What follows belongs to an exercise in optimizing a design on an open flow for small area; a production flow would make more cautious choices.
The RTL was checked by simulation tests, not by an equivalence proof against the original design.

## flow/design.v (module list and top-level ports; edited modules follow where they fit)
// module demodulate: 1993 lines
module demodulate (
    input  wire               clk,
    input  wire               rst_n,
    input  wire               valid_in,
    input  wire signed [31:0] real_in,
    input  wire signed [31:0] imag_in,
    output reg                valid_out,
    output wire signed [31:0] demod_out
);
  // ...
==> flow/flow/run.sh <==
#!/bin/bash
# Own flow: the standard synthesis, then flow/invopt.py removes inverters around
# full adders and xor gates (a full adder is self-dual), then the standard layout
# of the modified netlist. Registers, their names and cell types are unchanged.
set -euo pipefail
W=$(pwd)
R=$W/orfs/results/$FLOW_PLATFORM/demodulate/base
bash standard.sh synth > "$W/flow_synth.log" 2>&1
cp "$R/1_2_yosys.v" "$W/1_2_yosys.standard.v"
python3 "$W/flow/invopt.py" "$W/1_2_yosys.standard.v" "$W/1_2_yosys.invopt.v" > "$W/flow_invopt.log" 2>&1
cp "$W/1_2_yosys.invopt.v" "$R/1_2_yosys.v"
rm -f "$R/1_synth.odb" "$R/1_synth.sdc"
bash standard.sh > "$W/flow_layout.log" 2>&1
==> flow/flow/invopt.py <==
#!/usr/bin/env python3
"""Remove inverters around full adders and xor gates in a Yosys-written sky130 netlist.

A full adder is self-dual: FA(~a,~b,~c) = (~sum, ~cout), so each full adder may be
'flipped' (fed complemented inputs; its outputs then carry complemented values).
An xor2/xnor2 gate takes its inputs in whichever polarity is at hand and picks
xor2 or xnor2 (same area) to give its output the polarity wanted. Flips are chosen
with greedy moves and simulated annealing (fixed seed) to minimise inverters; then every inverter not driving a port is rebuilt:
at most one inv_1 per signal that some load needs complemented. Registers and all
other cells keep their names, types and connections.
usage: invopt.py in.v out.v [report]
"""
import re, sys, collections

OUT_PINS = {'X', 'Y', 'Q', 'Q_N', 'SUM', 'COUT', 'HI', 'LO'}
src = open(sys.argv[1]).read()
m = re.search(r'^module\s+(\S+)\s*\((.*?)\);', src, re.M | re.S)
body_start = m.end()
endm = src.rindex('endmodule')
body = src[body_start:endm]
cell_re = re.compile(r'^\s*(sky130_fd_sc_hd__\w+)\s+(\S+)\s*\((.*?)\);', re.M | re.S)
pin_re = re.compile(r'\.(\w+)\(([^()]*)\)')
cells = []
first_cell = None
for cm in cell_re.finditer(body):
    if first_cell is None:
        first_cell = cm.start()
    typ, name, conns = cm.group(1), cm.group(2), cm.group(3)
    pins = [[p, n.strip()] for p, n in pin_re.findall(conns)]
    cells.append([typ, name, pins])
decls = body[:first_cell]
rest = body[first_cell:]
if cell_re.sub('', rest).strip():
    sys.stderr.write("unexpected non-cell statements\n")
    sys.exit(2)
ports = set()
for pm in re.finditer(r'^\s*(input|output)\s+(\[\d+:\d+\]\s+)?(\S+);', decls, re.M):
    rng, nm = pm.group(2), pm.group(3)
    if rng:
        hi, lo = map(int, re.findall(r'\d+', rng))
        for k in range(min(hi, lo), max(hi, lo) + 1):
            ports.add(f"{nm}[{k}]")
    ports.add(nm)

def is_inv(t): return re.match(r'sky130_fd_sc_hd__(clk)?inv_\d+$', t) is not None
def is_fa(t): return re.match(r'sky130_fd_sc_hd__fa_\d+$', t) is not None
XT = {'sky130_fd_sc_hd__xor2_1': ('sky130_fd_sc_hd__xnor2_1', 'X', 'Y'),
      'sky130_fd_sc_hd__xnor2_1': ('sky130_fd_sc_hd__xor2_1', 'Y', 'X')}
def is_x(t): return t in XT

driver = {}
for ci, (t, n, pins) in enumerate(cells):
    for p, net in pins:
        if p in OUT_PINS and net:
            driver[net] = (ci, p)
removable = set()
for ci, (t, n, pins) in enumerate(cells):
    if is_inv(t) and dict(pins)['Y'] not in ports:
        removable.add(ci)
memo = {}
def resolve(net):
    if net in memo:
        return memo[net]
    d = driver.get(net)
    if d is not None and d[0] in removable:
        b, par = resolve(dict(cells[d[0]][2])['A'])
        r = (b, par ^ 1)
    else:
        r = (net, 0)
    memo[net] = r
    return r

flex = {}          # cell index -> kind ('fa' or 'x')
for ci, (t, n, pins) in enumerate(cells):
    if is_fa(t): flex[ci] = 'fa'
    elif is_x(t): flex[ci] = 'x'
fixed0 = set()
out_of = {}        # base net -> flexible cell driving it
for ci in flex:
    for p, net in cells[ci][2]:
        if p in OUT_PINS and net:
            out_of[net] = ci
            if net in ports:
                fixed0.add(ci)
loads = []         # [cell, pin index, base, parity]
base_loads = collections.defaultdict(list)
in_bases = collections.defaultdict(list)
for ci, (t, n, pins) in enumerate(cells):
    if ci in removable:
        continue
    for pi, (p, net) in enumerate(pins):
        if p in OUT_PINS or not net or net.startswith("1'b") or net == 'clk':
            continue
        b, par = resolve(net)
        li = len(loads)
        loads.append((ci, pi, b, par))
        base_loads[b].append(li)
        in_bases[ci].append(b)
flip = collections.defaultdict(int)

def phi(b):
    return flip[out_of[b]] if b in out_of else 0
def req(li):
    ci, pi, b, par = loads[li]
    k = flex.get(ci)
    if k == 'x':
        return None
    return par ^ (flip[ci] if k == 'fa' else 0)
def need_inv(b):
    ph = phi(b)
    for li in base_loads[b]:
        r = req(li)
        if r is not None and r != ph:
            return 1
    return 0
def affected(ci):
    s = set(in_bases[ci]) if flex[ci] == 'fa' else set()
    for p, net in cells[ci][2]:
        if p in OUT_PINS and net:
            s.add(net)
    return s
before = sum(need_inv(b) for b in base_loads)
order = [ci for ci in flex if ci not in fixed0]
import random
rng = random.Random(1)
def greedy():
    for it in range(30):
        changed = 0
        for ci in order:
            aff = affected(ci)
            c0 = sum(need_inv(b) for b in aff)
            flip[ci] ^= 1
            c1 = sum(need_inv(b) for b in aff)
            if c1 < c0:
                changed += 1
            else:
                flip[ci] ^= 1
        if not changed:
            break
greedy()
cur = sum(need_inv(b) for b in base_loads)
best = cur
best_flip = dict(flip)
T = 1.0
for step in range(2000000):
    ci = order[rng.randrange(len(order))]
    aff = affected(ci)
    c0 = sum(need_inv(b) for b in aff)
    flip[ci] ^= 1
    c1 = sum(need_inv(b) for b in aff)
    dlt = c1 - c0
    if dlt <= 0 or rng.random() < pow(2.718, -dlt / T):
        cur += dlt
        if cur < best:
            best = cur
            best_flip = dict(flip)
    else:
        flip[ci] ^= 1
    if step % 100000 == 99999:
        T *= 0.8
flip.clear()
flip.update(best_flip)
greedy()
after = sum(need_inv(b) for b in base_loads)
sys.stderr.write(f"inverters: {sum(1 for c in cells if is_inv(c[0]))} in netlist, {len(removable)} removable; "
                 f"needed before {before}, after {after}; flipped {sum(flip[c] for c in flex)} of {len(flex)}\n")
# rebuild
newwires, newcells, inv_of = [], [], {}
k = 0
for b in sorted(base_loads):
    if need_inv(b):
        k += 1
        nn = f"_invopt_n{k}_"
        inv_of[b] = nn
        newwires.append(nn)
        newcells.append(["sky130_fd_sc_hd__inv_1", f"_invopt_c{k}_", [["A", b], ["Y", nn]]])
xdelta = collections.defaultdict(int)
for li, (ci, pi, b, par) in enumerate(loads):
    r = req(li)
    if r is None:          # xor input: take the base as it physically is
        net = b
        xdelta[ci] ^= phi(b) ^ par
    else:
        net = b if r == phi(b) else inv_of[b]
    cells[ci][2][pi][1] = net
for ci, kind in flex.items():
    if kind == 'x' and (xdelta[ci] ^ flip[ci]):
        t = cells[ci][0]
        nt, op, np_ = XT[t]
        cells[ci][0] = nt
        for pin in cells[ci][2]:
            if pin[0] == op:
                pin[0] = np_
def fmt(net):
    return net + ' ' if net.startswith('\\') else net
out = [src[:body_start], decls]
for nn in newwires:
    out.append(f"  wire {nn};\n")
for ci, (t, n, pins) in enumerate(cells):
    if ci in removable:
        continue
    out.append(f"  {t} {n} (\n" + ",\n".join(f"    .{p}({fmt(net)})" for p, net in pins) + "\n  );\n")
for t, n, pins in newcells:
    out.append(f"  {t} {n} (\n" + ",\n".join(f"    .{p}({fmt(net)})" for p, net in pins) + "\n  );\n")
out.append("endmodule\n")
open(sys.argv[2], 'w').write("".join(out))
==> flow/standard.sh <==
#!/bin/bash
# synth_recipe.tcl (not shown) runs the flow's synth.tcl, then flattens the netlist and writes it again
# the make line also repeats each setting of config.mk as NAME=value (left out here)
make -C /OpenROAD-flow-scripts/flow DESIGN_CONFIG=/design/flow/config.mk WORK_HOME=/design/flow/orfs CLKGATE_MAP_FILE= SYNTH_SCRIPT=/design/flow/synth_recipe.tcl "${@:-finish}"
==> flow/config.mk <==
export PLATFORM = sky130hd
export DESIGN_NAME = demodulate
export DESIGN_NICKNAME = demodulate
export VERILOG_FILES = /design/flow/design.v
export SDC_FILE = /design/flow/constraint.sdc
export NUM_CORES = 4
export LEC_CHECK = 0
export ABC_AREA = 1
export CAP_MARGIN = 20
export CORE_MARGIN = 2
export CORE_UTILIZATION = 40
export CTS_CLUSTER_DIAMETER = 100
export CTS_CLUSTER_SIZE = 24
export SLEW_MARGIN = 20
==> flow/constraint.sdc <==
create_clock -name core_clock -period 10.0 [get_ports {clk}]
set_input_delay 2.0000 -clock core_clock [delete_from_list [all_inputs] [get_ports {clk}]]
set_output_delay 2.0000 -clock core_clock [all_outputs]
set_load 0.01 [all_outputs]
==> out/metrics.yaml, run 1 <==
fillCellCount: 8786
hold_viol_final: 0
numCtsBuffers: 18
clock_buffers: 20
path_depth: 29
max_freq_ghz: 0.112
dieArea_mm2: 0.0918
worst_slack_ns: 1.10
nets: 4911
r2r-start: "a[3]"
min_period_ns: 8.90
reg2regPathDepth: 28
finalCritPeriodShare: 0.890
path_max_fanout: 13
vias_per_cell: 5.48
fin_worst_skew_ns: 0.0303
required_ns: 10.44
holdCritPathClass: "reg2reg"
cts.htree.levels: 1
track_usage: 0.219
wl_met2_um: 48100
clock_sinks: 231
start_util: 0.404
post_cts_buffers: 0
max_slew_margin: 0.231
clk_pin_slew_ns: 0.09
rsz0062_at_grt: "false"
firstDrtPassIters: 23
rr_endpoint: "r1[18]"
crit_end: "r1[18]"
outcome: "timing/DRC/antenna clean"
layout_commonest_cell: "nand2_1"
==> inputs of run 2 (changes only) <==
--- a/flow/design.v
+++ b/flow/design.v
@@ -1780,17 +1780,17 @@
     assign c_8[19] = g_8[18] | (p_8[18] & c_8[18]);
     wire ge_8 = c_8[19];
     wire [17:0] nr_8 = ge_8 ? (p_8[17:0] ^ c_8[17:0]) : a_8[17:0];
     wire [9:0] nq_8 = {q8[8:0], ge_8};
     wire [17:0] rem9 = nr_8; wire [17:0] nd9 = nd8; wire [9:0] q9 = nq_8; wire [3:0] fl9 = fl8;
     wire [18:0] a_9 = {rem9, 1'b0};
     wire [18:0] n_9 = {1'b1, nd9};
     wire [18:0] g_9 = a_9 & n_9;
-    wire [18:0] p_9 = a_9 ^ n_9;
+    wire [18:0] p_9 = a_9 | n_9;    
     wire [19:0] c_9;
     assign c_9[0] = 1'b1;
     assign c_9[1] = g_9[0] | (p_9[0] & c_9[0]);
     assign c_9[2] = g_9[1] | (p_9[1] & g_9[0]) | (p_9[1] & p_9[0] & c_9[0]);
     assign c_9[3] = g_9[2] | (p_9[2] & c_9[2]);
     assign c_9[4] = g_9[3] | (p_9[3] & g_9[2]) | (p_9[3] & p_9[2] & c_9[2]);
     assign c_9[5] = g_9[4] | (p_9[4] & c_9[4]);
     assign c_9[6] = g_9[5] | (p_9[5] & g_9[4]) | (p_9[5] & p_9[4] & c_9[4]);
@@ -1853,141 +1853,186 @@
   wire s3513 = c3508 ^ s3511;
   wire c3514 = c3508 & s3511;
   wire s3515 = qf[7] ^ qf[8] ^ c3512;
   wire c3516 = (qf[7] & qf[8]) | (qf[7] & c3512) | (qf[8] & c3512);
   wire s3517 = qf[8] ^ qf[9];
   wire c3518 = qf[8] & qf[9];
   wire s3519 = qf[9] ^ qf[10];
   wire c3520 = qf[9] & qf[10];
-  wire [17:0] m201 = {qf[10], c3518, s3517, c3514, c3510, c3506, s3505, c3498, c3494, c3490, s3487, qf[6], qf[2], qf[1], qf[0], qf[2], qf[1], qf[0]} + {c3520, s3519, c3516, s3515, s3513, s3509, c3502, s3501, s3497, s3493, s3489, s3485, qf[5], qf[4], qf[3], 1'b0, 1'b0, 1'b0};
+  wire kg3521 = qf[0] & 1'b0;
+  wire kg3522 = qf[1] & 1'b0;
+  wire kg3523 = qf[2] & 1'b0;
+  wire kg3524 = qf[0] & qf[3];
+  wire kg3525 = qf[1] & qf[4];
+  wire kg3526 = qf[2] & qf[5];
+  wire kg3527 = qf[6] & s3485;
+  wire kg3528 = s3487 & s3489;
+  wire kp3529 = qf[0] | 1'b0;
+  wire kp3530 = qf[1] | 1'b0;
+  wire kp3531 = qf[2] | 1'b0;
+  wire kp3532 = qf[0] | qf[3];
+  wire kp3533 = qf[1] | qf[4];
+  wire kp3534 = qf[2] | qf[5];
+  wire kp3535 = qf[6] | s3485;
+  wire kp3536 = s3487 | s3489;
+  wire kc3537 = kg3522 | (kp3530 & kg3521) | (kp3530 & kp3529 & 1'b0);
+  wire kc3538 = kg3524 | (kp3532 & kg3523) | (kp3532 & kp3531 & kc3537);
+  wire kc3539 = kg3526 | (kp3534 & kg3525) | (kp3534 & kp3533 & kc3538);
+  wire kc3540 = kg3528 | (kp3536 & kg3527) | (kp3536 & kp3535 & kc3539);
+  wire [9:0] m201h = {qf[10], c3518, s3517, c3514, c3510, c3506, s3505, c3498, c3494, c3490} + {c3520, s3519, c3516, s3515, s3513, s3509, c3502, s3501, s3497, s3493} + kc3540;
+  wire [17:0] m201 = {m201h, 8'd0};
   reg [9:0] mm; reg tn, srm, sim;
   always @(posedge clk) begin mm <= m201[17:8]; tn <= ff[2] ^ ff[1] ^ ff[0]; srm <= ff[1]; sim <= ff[2]; end
-  wire iv3521 = tn;
-  wire mb3522 = mm[0] ^ iv3521;
-  wire mb3523 = mm[1] ^ iv3521;
-  wire mb3524 = mm[2] ^ iv3521;
-  wire mb3525 = mm[3] ^ iv3521;
-  wire mb3526 = mm[4] ^ iv3521;
-  wire mb3527 = mm[5] ^ iv3521;
-  wire mb3528 = mm[6] ^ iv3521;
-  wire mb3529 = mm[7] ^ iv3521;
-  wire mb3530 = mm[8] ^ iv3521;
-  wire mb3531 = mm[9] ^ iv3521;
-  wire iv3532 = tn;
-  wire mb3533 = mm[0] ^ iv3532;
-  wire mb3534 = mm[1] ^ iv3532;
-  wire mb3535 = mm[2] ^ iv3532;
-  wire mb3536 = mm[3] ^ iv3532;
-  wire mb3537 = mm[4] ^ iv3532;
-  wire mb3538 = mm[5] ^ iv3532;
-  wire mb3539 = mm[6] ^ iv3532;
-  wire mb3540 = mm[7] ^ iv3532;
-  wire mb3541 = mm[8] ^ iv3532;
-  wire mb3542 = mm[9] ^ iv3532;
-  wire iv3543 = ~tn;
-  wire mb3544 = mm[0] ^ iv3543;
-  wire mb3545 = mm[1] ^ iv3543;
-  wire mb3546 = mm[2] ^ iv3543;
-  wire mb3547 = mm[3] ^ iv3543;
-  wire mb3548 = mm[4] ^ iv3543;
-  wire mb3549 = mm[5] ^ iv3543;
-  wire mb3550 = mm[6] ^ iv3543;
-  wire mb3551 = mm[7] ^ iv3543;
-  wire mb3552 = mm[8] ^ iv3543;
-  wire mb3553 = mm[9] ^ iv3543;
-  wire iv3554 = ~tn;
-  wire mb3555 = mm[0] ^ iv3554;
-  wire mb3556 = mm[1] ^ iv3554;
-  wire mb3557 = mm[2] ^ iv3554;
-  wire mb3558 = mm[3] ^ iv3554;
-  wire mb3559 = mm[4] ^ iv3554;
-  wire mb3560 = mm[5] ^ iv3554;
-  wire mb3561 = mm[6] ^ iv3554;
-  wire mb3562 = mm[7] ^ iv3554;
-  wire mb3563 = mm[8] ^ iv3554;
-  wire mb3564 = mm[9] ^ iv3554;
-  wire kb3565 = (~srm & ~sim & ~tn) | (~srm & sim & tn) | (srm & ~sim & ~tn) | (srm & sim & tn);
-  wire kb3566 = (~srm & sim & tn) | (srm & sim & tn);
-  wire kb3567 = (~srm & ~sim & tn) | (srm & ~sim & tn);
-  wire kb3568 = (~srm & ~sim & tn) | (~srm & sim & ~tn) | (srm & ~sim & ~tn) | (srm & sim & tn);
-  wire kb3569 = (~srm & ~sim & ~tn) | (~srm & sim & ~tn) | (~srm & sim & tn) | (srm & sim & tn);
-  wire kb3570 = (~srm & sim & ~tn) | (~srm & sim & tn) | (srm & ~sim & ~tn) | (srm & ~sim & tn) | (srm & sim & ~tn);
-  wire kb3571 = (~srm & ~sim & ~tn) | (~srm & ~sim & tn) | (srm & ~sim & ~tn) | (srm & ~sim & tn);
-  wire kb3572 = (~srm & ~sim & tn) | (~srm & sim & ~tn) | (srm & ~sim & ~tn) | (srm & sim & tn);
-  wire kb3573 = (~srm & ~sim & tn) | (~srm & sim & ~tn) | (~srm & sim & tn) | (srm & sim & ~tn);
-  wire kb3574 = (~srm & ~sim & ~tn) | (~srm & ~sim & tn) | (~srm & sim & ~tn) | (srm & ~sim & ~tn) | (srm & sim & ~tn);
-  wire kb3575 = (~srm & ~sim & tn) | (~srm & sim & ~tn) | (~srm & sim & tn) | (srm & ~sim & ~tn) | (srm & ~sim & tn);
-  wire kb3576 = (~srm & sim & tn) | (srm & ~sim & ~tn) | (srm & sim & ~tn);
-  wire kb3577 = (~srm & ~sim & ~tn) | (~srm & sim & tn) | (srm & ~sim & ~tn) | (srm & ~sim & tn) | (srm & sim & ~tn) | (srm & sim & tn);
-  wire kb3578 = (~srm & ~sim & tn) | (srm & ~sim & tn) | (srm & sim & ~tn);
-  wire kb3579 = (~srm & sim & ~tn) | (~srm & sim & tn) | (srm & ~sim & ~tn) | (srm & ~sim & tn) | (srm & sim & ~tn);
-  wire kb3580 = (~srm & ~sim & ~tn) | (~srm & ~sim & tn) | (srm & ~sim & ~tn) | (srm & ~sim & tn) | (srm & sim & ~tn);
-  wire kb3581 = (~srm & sim & ~tn) | (~srm & sim & tn) | (srm & ~sim & ~tn) | (srm & ~sim & tn) | (srm & sim & ~tn);
-  wire kb3582 = (~srm & ~sim & tn) | (~srm & sim & ~tn) | (srm & ~sim & tn);
-  wire kb3583 = (~srm & ~sim & ~tn) | (~srm & ~sim & tn) | (~srm & sim & tn) | (srm & ~sim & ~tn) | (srm & ~sim & tn) | (srm & sim & tn);
-  wire kb3584 = (~srm & ~sim & tn) | (~srm & sim & ~tn) | (srm & ~sim & ~tn) | (srm & sim & tn);
-  wire kb3585 = (~srm & ~sim & tn) | (~srm & sim & ~tn) | (~srm & sim & tn) | (srm & sim & ~tn);
-  wire kb3586 = (~srm & ~sim & tn) | (~srm & sim & ~tn) | (~srm & sim & tn) | (srm & sim & ~tn) | (srm & sim & tn);
-  wire s3587 = kb3567 ^ mb3544;
-  wire c3588 = kb3567 & mb3544;
-  wire s3589 = kb3568 ^ mb3545 ^ mb3558;
-  wire c3590 = (kb3568 & mb3545) | (kb3568 & mb3558) | (mb3545 & mb3558);
-  wire s3591 = kb3569 ^ mb3546 ^ mb3559;
-  wire c3592 = (kb3569 & mb3546) | (kb3569 & mb3559) | (mb3546 & mb3559);
-  wire s3593 = kb3570 ^ mb3547 ^ mb3560;
-  wire c3594 = (kb3570 & mb3547) | (kb3570 & mb3560) | (mb3547 & mb3560);
-  wire s3595 = kb3571 ^ mb3548 ^ mb3561;
-  wire c3596 = (kb3571 & mb3548) | (kb3571 & mb3561) | (mb3548 & mb3561);
-  wire s3597 = kb3572 ^ mb3533 ^ mb3549;
-  wire c3598 = (kb3572 & mb3533) | (kb3572 & mb3549) | (mb3533 & mb3549);
-  wire s3599 = mb3562 ^ c3596;
-  wire c3600 = mb3562 & c3596;
-  wire s3601 = kb3573 ^ mb3522 ^ mb3534;
-  wire c3602 = (kb3573 & mb3522) | (kb3573 & mb3534) | (mb3522 & mb3534);
-  wire s3603 = mb3550 ^ mb3563 ^ c3598;
-  wire c3604 = (mb3550 & mb3563) | (mb3550 & c3598) | (mb3563 & c3598);
-  wire s3605 = s3601 ^ c3600;
-  wire c3606 = s3601 & c3600;
-  wire s3607 = kb3574 ^ mb3523 ^ mb3535;
-  wire c3608 = (kb3574 & mb3523) | (kb3574 & mb3535) | (mb3523 & mb3535);
-  wire s3609 = mb3551 ^ mb3564 ^ c3602;
-  wire c3610 = (mb3551 & mb3564) | (mb3551 & c3602) | (mb3564 & c3602);
-  wire s3611 = s3607 ^ c3604 ^ s3609;
-  wire c3612 = (s3607 & c3604) | (s3607 & s3609) | (c3604 & s3609);
-  wire s3613 = kb3575 ^ mb3524 ^ mb3536;
-  wire c3614 = (kb3575 & mb3524) | (kb3575 & mb3536) | (mb3524 & mb3536);
-  wire s3615 = mb3552 ^ c3608 ^ s3613;
-  wire c3616 = (mb3552 & c3608) | (mb3552 & s3613) | (c3608 & s3613);
-  wire s3617 = c3610 ^ s3615;
-  wire c3618 = c3610 & s3615;
-  wire s3619 = kb3576 ^ mb3525 ^ mb3537;
-  wire c3620 = (kb3576 & mb3525) | (kb3576 & mb3537) | (mb3525 & mb3537);
-  wire s3621 = mb3553 ^ c3614 ^ s3619;
-  wire c3622 = (mb3553 & c3614) | (mb3553 & s3619) | (c3614 & s3619);
-  wire s3623 = c3616 ^ s3621;
-  wire c3624 = c3616 & s3621;
-  wire s3625 = kb3577 ^ mb3526 ^ mb3538;
-  wire c3626 = (kb3577 & mb3526) | (kb3577 & mb3538) | (mb3526 & mb3538);
-  wire s3627 = c3620 ^ s3625 ^ c3622;
-  wire c3628 = (c3620 & s3625) | (c3620 & c3622) | (s3625 & c3622);
-  wire s3629 = kb3578 ^ mb3527 ^ mb3539;
-  wire c3630 = (kb3578 & mb3527) | (kb3578 & mb3539) | (mb3527 & mb3539);
-  wire s3631 = c3626 ^ s3629;
-  wire c3632 = c3626 & s3629;
-  wire s3633 = kb3579 ^ mb3528 ^ mb3540;
-  wire c3634 = (kb3579 & mb3528) | (kb3579 & mb3540) | (mb3528 & mb3540);
-  wire s3635 = c3630 ^ s3633;
-  wire c3636 = c3630 & s3633;
-  wire s3637 = kb3580 ^ mb3529 ^ mb3541;
-  wire c3638 = (kb3580 & mb3529) | (kb3580 & mb3541) | (mb3529 & mb3541);
-  wire s3639 = c3634 ^ s3637;
-  wire c3640 = c3634 & s3637;
-  wire s3641 = kb3581 ^ mb3530 ^ mb3542;
-  wire c3642 = (kb3581 & mb3530) | (kb3581 & mb3542) | (mb3530 & mb3542);
-  wire s3643 = c3638 ^ s3641;
-  wire c3644 = c3638 & s3641;
-  wire s3645 = kb3582 ^ mb3531 ^ c3642;
-  wire c3646 = (kb3582 & mb3531) | (kb3582 & c3642) | (mb3531 & c3642);
-  wire [21:0] wsum = {kb3586, kb3585, kb3584, kb3583, c3644, c3640, c3636, c3632, s3631, c3624, c3618, s3617, c3606, s3603, s3597, c3594, c3592, c3590, c3588, mb3557, kb3566, kb3565} + {1'b0, 1'b0, 1'b0, c3646, s3645, s3643, s3639, s3635, c3628, s3627, s3623, c3612, s3611, s3605, s3599, s3595, s3593, s3591, s3589, s3587, mb3556, mb3555};
+  wire iv3541 = tn;
+  wire mb3542 = mm[0] ^ iv3541;
+  wire mb3543 = mm[1] ^ iv3541;
+  wire mb3544 = mm[2] ^ iv3541;
+  wire mb3545 = mm[3] ^ iv3541;
+  wire mb3546 = mm[4] ^ iv3541;
+  wire mb3547 = mm[5] ^ iv3541;
+  wire mb3548 = mm[6] ^ iv3541;
+  wire mb3549 = mm[7] ^ iv3541;
+  wire mb3550 = mm[8] ^ iv3541;
+  wire mb3551 = mm[9] ^ iv3541;
+  wire iv3552 = tn;
+  wire mb3553 = mm[0] ^ iv3552;
+  wire mb3554 = mm[1] ^ iv3552;
+  wire mb3555 = mm[2] ^ iv3552;
+  wire mb3556 = mm[3] ^ iv3552;
+  wire mb3557 = mm[4] ^ iv3552;
+  wire mb3558 = mm[5] ^ iv3552;
+  wire mb3559 = mm[6] ^ iv3552;
+  wire mb3560 = mm[7] ^ iv3552;
+  wire mb3561 = mm[8] ^ iv3552;
+  wire mb3562 = mm[9] ^ iv3552;
+  wire iv3563 = ~tn;
+  wire mb3564 = mm[0] ^ iv3563;
+  wire mb3565 = mm[1] ^ iv3563;
+  wire mb3566 = mm[2] ^ iv3563;
+  wire mb3567 = mm[3] ^ iv3563;
+  wire mb3568 = mm[4] ^ iv3563;
+  wire mb3569 = mm[5] ^ iv3563;
+  wire mb3570 = mm[6] ^ iv3563;
+  wire mb3571 = mm[7] ^ iv3563;
+  wire mb3572 = mm[8] ^ iv3563;
+  wire mb3573 = mm[9] ^ iv3563;
+  wire iv3574 = ~tn;
+  wire mb3575 = mm[0] ^ iv3574;
+  wire mb3576 = mm[1] ^ iv3574;
+  wire mb3577 = mm[2] ^ iv3574;
+  wire mb3578 = mm[3] ^ iv3574;
+  wire mb3579 = mm[4] ^ iv3574;
+  wire mb3580 = mm[5] ^ iv3574;
+  wire mb3581 = mm[6] ^ iv3574;
+  wire mb3582 = mm[7] ^ iv3574;
+  wire mb3583 = mm[8] ^ iv3574;
+  wire mb3584 = mm[9] ^ iv3574;
+  wire kb3585 = (~srm & ~sim & ~tn) | (~srm & sim & tn) | (srm & ~sim & ~tn) | (srm & sim & tn);
+  wire kb3586 = (~srm & sim & tn) | (srm & sim & tn);
+  wire kb3587 = (~srm & ~sim & tn) | (srm & ~sim & tn);
+  wire kb3588 = (~srm & ~sim & tn) | (~srm & sim & ~tn) | (srm & ~sim & ~tn) | (srm & sim & tn);
+  wire kb3589 = (~srm & ~sim & ~tn) | (~srm & sim & ~tn) | (~srm & sim & tn) | (srm & sim & tn);
+  wire kb3590 = (~srm & sim & ~tn) | (~srm & sim & tn) | (srm & ~sim & ~tn) | (srm & ~sim & tn) | (srm & sim & ~tn);
+  wire kb3591 = (~srm & ~sim & ~tn) | (~srm & ~sim & tn) | (srm & ~sim & ~tn) | (srm & ~sim & tn);
+  wire kb3592 = (~srm & ~sim & tn) | (~srm & sim & ~tn) | (srm & ~sim & ~tn) | (srm & sim & tn);
+  wire kb3593 = (~srm & ~sim & tn) | (~srm & sim & ~tn) | (~srm & sim & tn) | (srm & sim & ~tn);
+  wire kb3594 = (~srm & ~sim & ~tn) | (~srm & ~sim & tn) | (~srm & sim & ~tn) | (srm & ~sim & ~tn) | (srm & sim & ~tn);
+  wire kb3595 = (~srm & ~sim & tn) | (~srm & sim & ~tn) | (~srm & sim & tn) | (srm & ~sim & ~tn) | (srm & ~sim & tn);
+  wire kb3596 = (~srm & sim & tn) | (srm & ~sim & ~tn) | (srm & sim & ~tn);
+  wire kb3597 = (~srm & ~sim & ~tn) | (~srm & sim & tn) | (srm & ~sim & ~tn) | (srm & ~sim & tn) | (srm & sim & ~tn) | (srm & sim & tn);
+  wire kb3598 = (~srm & ~sim & tn) | (srm & ~sim & tn) | (srm & sim & ~tn);
+  wire kb3599 = (~srm & sim & ~tn) | (~srm & sim & tn) | (srm & ~sim & ~tn) | (srm & ~sim & tn) | (srm & sim & ~tn);
+  wire kb3600 = (~srm & ~sim & ~tn) | (~srm & ~sim & tn) | (srm & ~sim & ~tn) | (srm & ~sim & tn) | (srm & sim & ~tn);
+  wire kb3601 = (~srm & sim & ~tn) | (~srm & sim & tn) | (srm & ~sim & ~tn) | (srm & ~sim & tn) | (srm & sim & ~tn);
+  wire kb3602 = (~srm & ~sim & tn) | (~srm & sim & ~tn) | (srm & ~sim & tn);
+  wire kb3603 = (~srm & ~sim & ~tn) | (~srm & ~sim & tn) | (~srm & sim & tn) | (srm & ~sim & ~tn) | (srm & ~sim & tn) | (srm & sim & tn);
+  wire kb3604 = (~srm & ~sim & tn) | (~srm & sim & ~tn) | (srm & ~sim & ~tn) | (srm & sim & tn);
+  wire kb3605 = (~srm & ~sim & tn) | (~srm & sim & ~tn) | (~srm & sim & tn) | (srm & sim & ~tn);
+  wire kb3606 = (~srm & ~sim & tn) | (~srm & sim & ~tn) | (~srm & sim & tn) | (srm & sim & ~tn) | (srm & sim & tn);
+  wire s3607 = kb3587 ^ mb3564;
+  wire c3608 = kb3587 & mb3564;
+  wire s3609 = kb3588 ^ mb3565 ^ mb3578;
+  wire c3610 = (kb3588 & mb3565) | (kb3588 & mb3578) | (mb3565 & mb3578);
+  wire s3611 = kb3589 ^ mb3566 ^ mb3579;
+  wire c3612 = (kb3589 & mb3566) | (kb3589 & mb3579) | (mb3566 & mb3579);
+  wire s3613 = kb3590 ^ mb3567 ^ mb3580;
+  wire c3614 = (kb3590 & mb3567) | (kb3590 & mb3580) | (mb3567 & mb3580);
+  wire s3615 = kb3591 ^ mb3568 ^ mb3581;
+  wire c3616 = (kb3591 & mb3568) | (kb3591 & mb3581) | (mb3568 & mb3581);
+  wire s3617 = kb3592 ^ mb3553 ^ mb3569;
+  wire c3618 = (kb3592 & mb3553) | (kb3592 & mb3569) | (mb3553 & mb3569);
+  wire s3619 = mb3582 ^ c3616;
+  wire c3620 = mb3582 & c3616;
+  wire s3621 = kb3593 ^ mb3542 ^ mb3554;
+  wire c3622 = (kb3593 & mb3542) | (kb3593 & mb3554) | (mb3542 & mb3554);
+  wire s3623 = mb3570 ^ mb3583 ^ c3618;
+  wire c3624 = (mb3570 & mb3583) | (mb3570 & c3618) | (mb3583 & c3618);
+  wire s3625 = s3621 ^ c3620;
+  wire c3626 = s3621 & c3620;
+  wire s3627 = kb3594 ^ mb3543 ^ mb3555;
+  wire c3628 = (kb3594 & mb3543) | (kb3594 & mb3555) | (mb3543 & mb3555);
+  wire s3629 = mb3571 ^ mb3584 ^ c3622;
+  wire c3630 = (mb3571 & mb3584) | (mb3571 & c3622) | (mb3584 & c3622);
+  wire s3631 = s3627 ^ c3624 ^ s3629;
+  wire c3632 = (s3627 & c3624) | (s3627 & s3629) | (c3624 & s3629);
+  wire s3633 = kb3595 ^ mb3544 ^ mb3556;
+  wire c3634 = (kb3595 & mb3544) | (kb3595 & mb3556) | (mb3544 & mb3556);
+  wire s3635 = mb3572 ^ c3628 ^ s3633;
+  wire c3636 = (mb3572 & c3628) | (mb3572 & s3633) | (c3628 & s3633);
+  wire s3637 = c3630 ^ s3635;
+  wire c3638 = c3630 & s3635;
+  wire s3639 = kb3596 ^ mb3545 ^ mb3557;
+  wire c3640 = (kb3596 & mb3545) | (kb3596 & mb3557) | (mb3545 & mb3557);
+  wire s3641 = mb3573 ^ c3634 ^ s3639;
+  wire c3642 = (mb3573 & c3634) | (mb3573 & s3639) | (c3634 & s3639);
+  wire s3643 = c3636 ^ s3641;
+  wire c3644 = c3636 & s3641;
+  wire s3645 = kb3597 ^ mb3546 ^ mb3558;
+  wire c3646 = (kb3597 & mb3546) | (kb3597 & mb3558) | (mb3546 & mb3558);
+  wire s3647 = c3640 ^ s3645 ^ c3642;
+  wire c3648 = (c3640 & s3645) | (c3640 & c3642) | (s3645 & c3642);
+  wire s3649 = kb3598 ^ mb3547 ^ mb3559;
+  wire c3650 = (kb3598 & mb3547) | (kb3598 & mb3559) | (mb3547 & mb3559);
+  wire s3651 = c3646 ^ s3649;
+  wire c3652 = c3646 & s3649;
+  wire s3653 = kb3599 ^ mb3548 ^ mb3560;
+  wire c3654 = (kb3599 & mb3548) | (kb3599 & mb3560) | (mb3548 & mb3560);
+  wire s3655 = c3650 ^ s3653;
+  wire c3656 = c3650 & s3653;
+  wire s3657 = kb3600 ^ mb3549 ^ mb3561;
+  wire c3658 = (kb3600 & mb3549) | (kb3600 & mb3561) | (mb3549 & mb3561);
+  wire s3659 = c3654 ^ s3657;
+  wire c3660 = c3654 & s3657;
+  wire s3661 = kb3601 ^ mb3550 ^ mb3562;
+  wire c3662 = (kb3601 & mb3550) | (kb3601 & mb3562) | (mb3550 & mb3562);
+  wire s3663 = c3658 ^ s3661;
+  wire c3664 = c3658 & s3661;
+  wire s3665 = kb3602 ^ mb3551 ^ c3662;
+  wire c3666 = (kb3602 & mb3551) | (kb3602 & c3662) | (mb3551 & c3662);
+  wire kg3667 = kb3585 & mb3575;
+  wire kg3668 = kb3586 & mb3576;
+  wire kg3669 = mb3577 & s3607;
+  wire kg3670 = c3608 & s3609;
+  wire kg3671 = c3610 & s3611;
+  wire kg3672 = c3612 & s3613;
+  wire kg3673 = c3614 & s3615;
+  wire kg3674 = s3617 & s3619;
+  wire kg3675 = s3623 & s3625;
+  wire kp3676 = kb3585 | mb3575;
+  wire kp3677 = kb3586 | mb3576;
+  wire kp3678 = mb3577 | s3607;
+  wire kp3679 = c3608 | s3609;
+  wire kp3680 = c3610 | s3611;
+  wire kp3681 = c3612 | s3613;
+  wire kp3682 = c3614 | s3615;
+  wire kp3683 = s3617 | s3619;
+  wire kp3684 = s3623 | s3625;
+  wire kc3685 = kg3668 | (kp3677 & kg3667) | (kp3677 & kp3676 & 1'b0);
+  wire kc3686 = kg3670 | (kp3679 & kg3669) | (kp3679 & kp3678 & kc3685);
+  wire kc3687 = kg3672 | (kp3681 & kg3671) | (kp3681 & kp3680 & kc3686);
+  wire kc3688 = kg3674 | (kp3683 & kg3673) | (kp3683 & kp3682 & kc3687);
+  wire kc3689 = kg3675 | (kp3684 & kc3688);
+  wire [12:0] wsumh = {kb3606, kb3605, kb3604, kb3603, c3664, c3660, c3656, c3652, s3651, c3644, c3638, s3637, c3626} + {1'b0, 1'b0, 1'b0, c3666, s3665, s3663, s3659, s3655, c3648, s3647, s3643, c3632, s3631} + kc3689;
+  wire [21:0] wsum = {wsumh, 9'd0};
   wire [12:0] smag = wsum[21:9];
     assign demod_out = {{19{smag[12]}}, smag};
 endmodule
==> run 2 against run 1 <==
Effect of this change:
- critical path type unchanged
- sequential share of layout area grew 0.087 points
- highest routed layer is now met5
- area after synthesis is 1.0% lower
- critical endpoint is now r1[17]
- count of clock-buffer cells in the layout down 1
- sequential cell count stayed put
- fmax fell by 1.4%
- via count shrank 1.4%
- final cell count down 0.19%
- setup slack worse by 0.13 ns
- non-clock buffer count rose by 15
- still clean
==> out/metrics.yaml, run 2 <==
cts.htree.levels: 1  # unchanged
path_common_cell: "fa_1"  # unchanged
die_x_um: 301  # was 303 µm
antenna_cells: 0  # unchanged
fin_worst_skew_ns: 0.0224  # was 0.0303 ns
cts_tree: "yes"  # unchanged
path_max_fanout: 9  # was 13
post_cts_resized: 0  # unchanged
r2r-start: "nd1[0]"  # was a[3]
clock_sinks: 231  # unchanged
num_vias: 27900  # was 28,300
post_cts_buffers: 0  # unchanged
setup_viol: 0  # unchanged
final_util: 0.433  # about the same
grt_max_degree: 58  # unchanged
report.final.slew_viol_count: 0  # unchanged
worst_slack_ns: 0.971  # was 1.10 ns
grt_pass1_wl_um: 156000  # was 158,000 µm
coreArea_mm2: 0.0880  # was 0.0885 mm²
track_usage: 0.217  # was 0.219
finalCritPeriodShare: 0.903  # was 0.890
max_freq_ghz: 0.111  # was 0.112 GHz
holdCritPathClass: "reg2reg"  # unchanged
antenna_found_initial: 2  # unchanged
rows: 109  # unchanged
cts_hold_buf: 0  # unchanged
vias_per_cell: 5.41  # was 5.48
dp_hpwl_um: 78200  # was 79,300 µm
tns_ns: 0  # unchanged
max_slew_margin: 0.265  # was 0.231
drt_iter0_markers: 1578  # was 1,684
rsz0062_at_grt: "false"  # unchanged
grt_overflow: 0  # unchanged
worst_pin_slew_ns: 1.10  # was 1.15 ns
end_kind: "flop"  # unchanged
largest_registers: "i1 x19, r1 x19"  # unchanged
critical_path_class: "in2reg"  # unchanged
outcome: "timing/DRC/antenna clean"  # unchanged
firstDrtPassIters: 5  # was 23
startpoint_type: "input pin"  # unchanged
layout_commonest_cell: "fa_1"  # was nand2_1
numPortBuffers: 63  # unchanged
clkLatencyLatePin_ns: 0.56  # about the same
cap_violations: 0  # unchanged
drt_wl_total_um: 97800  # was 100,000 µm
antenna_left: 0  # unchanged
synth_area_mm2: 0.0354  # was 0.0357 mm²
nets: 4875  # was 4,911
dp_slack_ns: 0.441  # was 0.642 ns
mostFrequentLayoutCells: "481 x fa_1, 468 x nand2_1, 418 x inv_1"  # was 510 x nand2_1, 477 x fa_1, 414 x inv_1
ioPinCount: 100  # unchanged
die_h_um: 301  # was 303 µm
slowest_delay_ns: 0.93  # was 0.59 ns
grt_pass1_vias: 28700  # was 29,000
required_ns: 10.44  # about the same
dieArea_mm2: 0.0908  # was 0.0918 mm²
synth_cells: 4008  # was 4,030
clk_pin_slew_ns: 0.09  # about the same
wl_per_cell_um: 19.0  # was 19.4 µm
synth_nets: 4899  # was 4,947
syn_to_final_growth_pct: 7.56  # was 7.20%
startpoint: "imag_in[13]"  # was imag_in[1]
clockRootBuffer: "clkbuf_16"  # unchanged
drive_above_1_share: 0.0656  # was 0.0622
hold_viol_final: 0  # unchanged
start_util: 0.402  # was 0.404
globalplace.congestion: 0.953  # was 0.932
cpLargestDelayFamily: "adder cells"  # unchanged
syn-mean-instance-area_um2: 8.83  # was 8.87 µm²
min_period_ns: 9.03  # was 8.90 ns
min_from: "fl4[0]"  # was fl1[3]
critPathBufInv: 3  # unchanged
cts_buffer_depth: 3  # unchanged
drc: 0  # unchanged
yosysWarningCount: 1  # unchanged
cp.arrival_ns: 9.47  # was 9.34 ns
numCtsBuffers: 19  # was 18
crit_path_top_delay_cell: "clkdlybuf4s50_1"  # unchanged
[run 2: final cells by class]
class | instances | area (µm²)
Multi-Input combinational cell | 3117 | 28000
Timing Repair Buffer | 197 | 1630
Sequential cell | 231 | 4790
Clock inverter | 11 | 123
Inverter | 418 | 1570
Fill cell | 8789 | 49900
Clock buffer | 19 | 475
Tap cell | 1165 | 1460
[run 2: final timing paths]
path	slack, ns	endpoint	cells after the start
worst max-delay path	0.97	r1[17]	29
worst min-delay path	0.33	fl7[0]	0
worst max register to register	1.18	rem4[8]	53
worst min register to register	0.33	fl7[0]	0
max in group asynchronous	8.08	b[13]	1
min in group asynchronous	1.45	b[9]	1
[run 2: routing by layer]
layer / vias up / global-route usage / routed length [µm]
li1: 13200 / - / -
met1: 13400 / 0.258 / 38000
met2: 988 / 0.379 / 47400
met3: 325 / 0.0322 / 6490
met4: 2 / 0.113 / 5820
met5: - / 0 / 12
[run 2: worst reg2reg max path: cells and delay by family (launching register included)]
family / cells / cell delay, ns
and+or+nand+nor: 29 / 3.56
AOI/OAI and AO/OA: 14 / 2.63
adders and majority gates: 3 / 0.90
buffers and inverters: 6 / 0.68
DFF: 1 / 0.51
muxes: 1 / 0.45
[run 2: stage by stage]
| step | std cells | instance area (µm²) | hold slack (ns) |
|---|---|---|---|
| 2_1_floorplan | 4008 | 35400 | 0.310 |
| 3_3_place_gp | 5127 | 37400 | 0.313 |
| 3_5_place_dp | 5128 | 37400 | 0.312 |
| 4_1_cts | 5158 | 38000 | 0.327 |
| 5_1_grt | 5158 | 38000 | 0.338 |
| 6_report | 5158 | 38000 | 0.327 |

-- static timing again, ports no longer ideal --
How much do the figures lean on ideal ports? The routed layouts below were timed once more, with nothing changed but the port constraints.
Step 1: set_driving_cell puts a clkbuf_16 on clk and a buf_2 on each other input, an assumption about the parent block.
Step 2 adds t to the input delays and takes it off the output delays; t is the mean of the earliest and latest rising clock arrival at the registers after step 1. Input paths then give back, and output paths get back, about the clock's delay inside the block.
a / b / c = ideal ports / drivers / drivers and shift; a / b = the first two.
run	shift t [ns]	setup slack, ns	hold slack, ns	cell pins on the clock port's net
run 1	0.611	1.099 / 1.045 / 0.435	0.331 / 0.331 / 0.331	1
run 2	0.611	0.971 / 1.012 / 0.401	0.327 / 0.327 / 0.327	1
After both steps every run listed still meets setup and hold. For run 1, which loses most, drivers alone change the setup slack by -0.054 ns; drivers and shift together by -0.664 ns.
